What follows belongs to an exercise in optimizing a design on an open flow for small area; a production flow would make more cautious choices. In this exercise RTL edits were held to simulation tests only and were not proved equivalent to the original. Power is estimated from default activity; no workload was simulated.

Setup of run A:
==> flow/design.v (excerpt) <==
module PROCESSOR(input reset, clk, input [31:0] instr, output [31:0] pc,
                 output zero_flag, output [31:0] Write_data);
reg [4:0] pcq;
always @(posedge clk or posedge reset)
    if (reset) pcq <= 5'd0;
    else if (pcq >= 5'd21) pcq <= 5'd0;
    else pcq <= pcq + 5'd1;
assign pc = {25'b0, pcq, 2'b00};
wire [31:0] A, B, Ap, P, L;
wire [6:0] opcode = instr[6:0];
wire [4:0] rd  = instr[11:7];
wire [2:0] f3  = instr[14:12];
wire [4:0] rs1 = instr[19:15];
wire [4:0] rs2 = instr[24:20];
wire [6:0] f7  = instr[31:25];
wire [31:0] imm = {{20{instr[31]}}, instr[31:20]};
wire isR = (opcode == 7'b0110011);
wire isI = (opcode == 7'b0010011);
wire rSub  = isR & (f7 == 7'd0) & (f3 == 3'd1);
wire rMul  = isR & (f7 == 7'd0) & (f3 == 3'd2);
wire rShl  = isR & (f7 == 7'd1) & (f3 == 3'd0 | f3 == 3'd2);
wire rShr  = isR & (f7 == 7'd1) & (f3 == 3'd1 | f3 == 3'd3);
wire rSlt  = isR & (f7 == 7'd2) & (f3 == 3'd0);
wire rSgt  = isR & (f7 == 7'd2) & (f3 == 3'd1);
wire rXor  = isR & (f7 == 7'd3) & (f3 == 3'd0);
wire rAnd  = isR & (f7 == 7'd3) & (f3 == 3'd1);
wire rOr   = isR & (f7 == 7'd3) & (f3 == 3'd2);
wire rNand = isR & (f7 == 7'd3) & (f3 == 3'd3);
wire rNor  = isR & (f7 == 7'd3) & (f3 == 3'd4);
wire iSlt  = isI & (f3 == 3'd1);
wire iAnd  = isI & (f3 == 3'd2);
wire iOr   = isI & (f3 == 3'd3);
wire iXor  = isI & (f3 == 3'd4);
wire iShl  = isI & (f3 == 3'd5);
wire iShr  = isI & (f3 == 3'd6 | f3 == 3'd7);
wire opMul = rMul;
wire opShl = rShl | iShl;
wire opShr = rShr | iShr;
wire opSlt = rSlt | iSlt;
wire opSgt = rSgt;
wire opSub = rSub;
wire tXor = rXor | iXor, tAnd = rAnd | iAnd, tOr = rOr | iOr;
wire opLogic = tXor | tAnd | tOr | rNand | rNor;
wire opCmp = opSlt | opSgt;
wire opShift = opShl | opShr;
wire opAddLike = ~(opMul | opShift | opLogic);
wire yEn  = opAddLike & (isR | isI);
wire yInv = opSub | opCmp;
  ...
==> flow/config.mk <==
export PLATFORM = sky130hd
export DESIGN_NAME = PROCESSOR
export DESIGN_NICKNAME = PROCESSOR
export VERILOG_FILES = /design/flow/design.v
export SDC_FILE = /design/flow/constraint.sdc
export NUM_CORES = 8
export LEC_CHECK = 0
export CAP_MARGIN = 20
export CORE_MARGIN = 2
export CORE_UTILIZATION = 45
export SETUP_SLACK_MARGIN = 0.2
export SLEW_MARGIN = 20
==> flow/constraint.sdc <==
create_clock -name core_clock -period 21.0 [get_ports {clk}]
set_input_delay 4.2000 -clock core_clock [delete_from_list [all_inputs] [get_ports {clk}]]
set_output_delay 4.2000 -clock core_clock [all_outputs]
set_load 0.01 [all_outputs]
standard.sh (not shown) runs the stock make flow with config.mk's settings and CLKGATE_MAP_FILE= SYNTH_SCRIPT=/design/flow/synth_recipe.tcl, a recipe that flattens the netlist after the stock synthesis.
==> flow/flow/run.sh <==
#!/bin/bash
# The standard layout flow with these changes:
# - synthesis: the design's c_<gate> leaf modules are mapped one-to-one onto the library cells
#   of the same function (flow/map_cells.tcl, run as ORFS's SYNTH_CANONICALIZE_TCL hook)
#   instead of being flattened and re-mapped by ABC;
# - placement: the buffer put on every input and output port is buf_1 instead of the
#   buffer_ports default;
# - clock tree: larger sink clusters driven by clkbuf_8/clkbuf_16, and no dummy loads.
set -euo pipefail
bash standard.sh SYNTH_CANONICALIZE_TCL="$PWD/flow/map_cells.tcl" \
  BUFFER_PORTS_ARGS="-buffer_cell sky130_fd_sc_hd__buf_1" \
  CTS_ARGS="-sink_clustering_enable -repair_clock_nets -buf_list {sky130_fd_sc_hd__clkbuf_8 sky130_fd_sc_hd__clkbuf_16} -sink_clustering_size 28 -sink_clustering_max_diameter 100 -dont_use_dummy_load" \
  finish > standard_flow.log 2>&1
==> flow/flow/map_cells.tcl <==
# Map the design's c_<gate> leaf modules one-to-one onto the sky130_fd_sc_hd cells of the same
# function and pin names, so that synthesis keeps them as they are.
foreach {c lib} {
  a222oi a222oi_1  a22oi a22oi_1  a21oi a21oi_1  o21ai o21ai_0
  or2 or2_0  and2 and2_1  and3 and3_1  and2s and2_4  and3s and3_4  nor3s nor3_2  mux2s mux2_4  inv2 inv_2  inv4 inv_4  a22os a22o_2  nand2 nand2_1  nand3 nand3_1  nand4 nand4_1  nor2 nor2_1  nor3 nor3_1  nor4 nor4_1
  inv inv_1  xor2 xor2_1  xnor2 xnor2_1  mux2 mux2_1  mux2i mux2i_1  mux4 mux4_2
  fa fa_1  ha ha_1
} {
  yosys chtype -map c_$c sky130_fd_sc_hd__$lib
}
yosys hierarchy -top $::env(DESIGN_NAME)
What run B does differently from run A at the input level:
diff --git a/flow/flow/run.sh b/flow/flow/run.sh
--- a/flow/flow/run.sh
+++ b/flow/flow/run.sh
@@ -5,2 +5,3 @@
 #   instead of being flattened and re-mapped by ABC;
+# - floorplan: the constant outputs share one tie cell (SKIP_REPAIR_TIE_FANOUT);
 # - placement: the buffer put on every input and output port is buf_1 instead of the
@@ -10,2 +11,3 @@
 bash standard.sh SYNTH_CANONICALIZE_TCL="$PWD/flow/map_cells.tcl" \
+  SKIP_REPAIR_TIE_FANOUT=1 \
   BUFFER_PORTS_ARGS="-buffer_cell sky130_fd_sc_hd__buf_1" \
Results
Reported for run B and run A, post-CTS setup-driven buffer insertion count turned out identical to the last digit. Cmp run B vs run A: arrival time at the worst endpoint lower in run B. Combinational gate power in run B vs run A: down about 2%. Relative to run A, part of the total power dissipated in combinational logic decreased by 0.3 points in run B. Sort run B and run A by number of cells after detailed placement desc -> top: run A. Compared run A against run B; core utilization within noise. The routed via count divided by cell count of run B and that of run A are within noise of each other. Run B: PASS, flow complete, no timing, DRC or antenna violations. Relative to run A, the number of inserted filler cells in the final layout of run B is lower by 86.

[static timing again, ports no longer ideal]
How much do the figures lean on ideal ports? The routed layouts below were timed once more, with nothing changed but the port constraints.
Step 1 assumes that a clkbuf_16 drives the clock port and a buf_2 every other input.
Step 2 adds t to the input delays and takes it off the output delays; t is the mean of the earliest and latest rising clock arrival at the registers after step 1. Input paths then give back, and output paths get back, about the clock's delay inside the block.
Three values: ideal ports, drivers, drivers and shift; two values: the first two.
run	shift t [ns]	setup WS [ns]	slew at the worst register clock pin (ns)
run A	0.696	0.770 / 0.654 / 0.654	0.12 / 0.12
run B	0.679	1.031 / 0.911 / 0.911	0.12 / 0.12
After both steps setup and hold are still met in every run listed. The setup slack of run B, which loses most, moves by -0.120 ns with the drivers and by -0.120 ns with both steps.
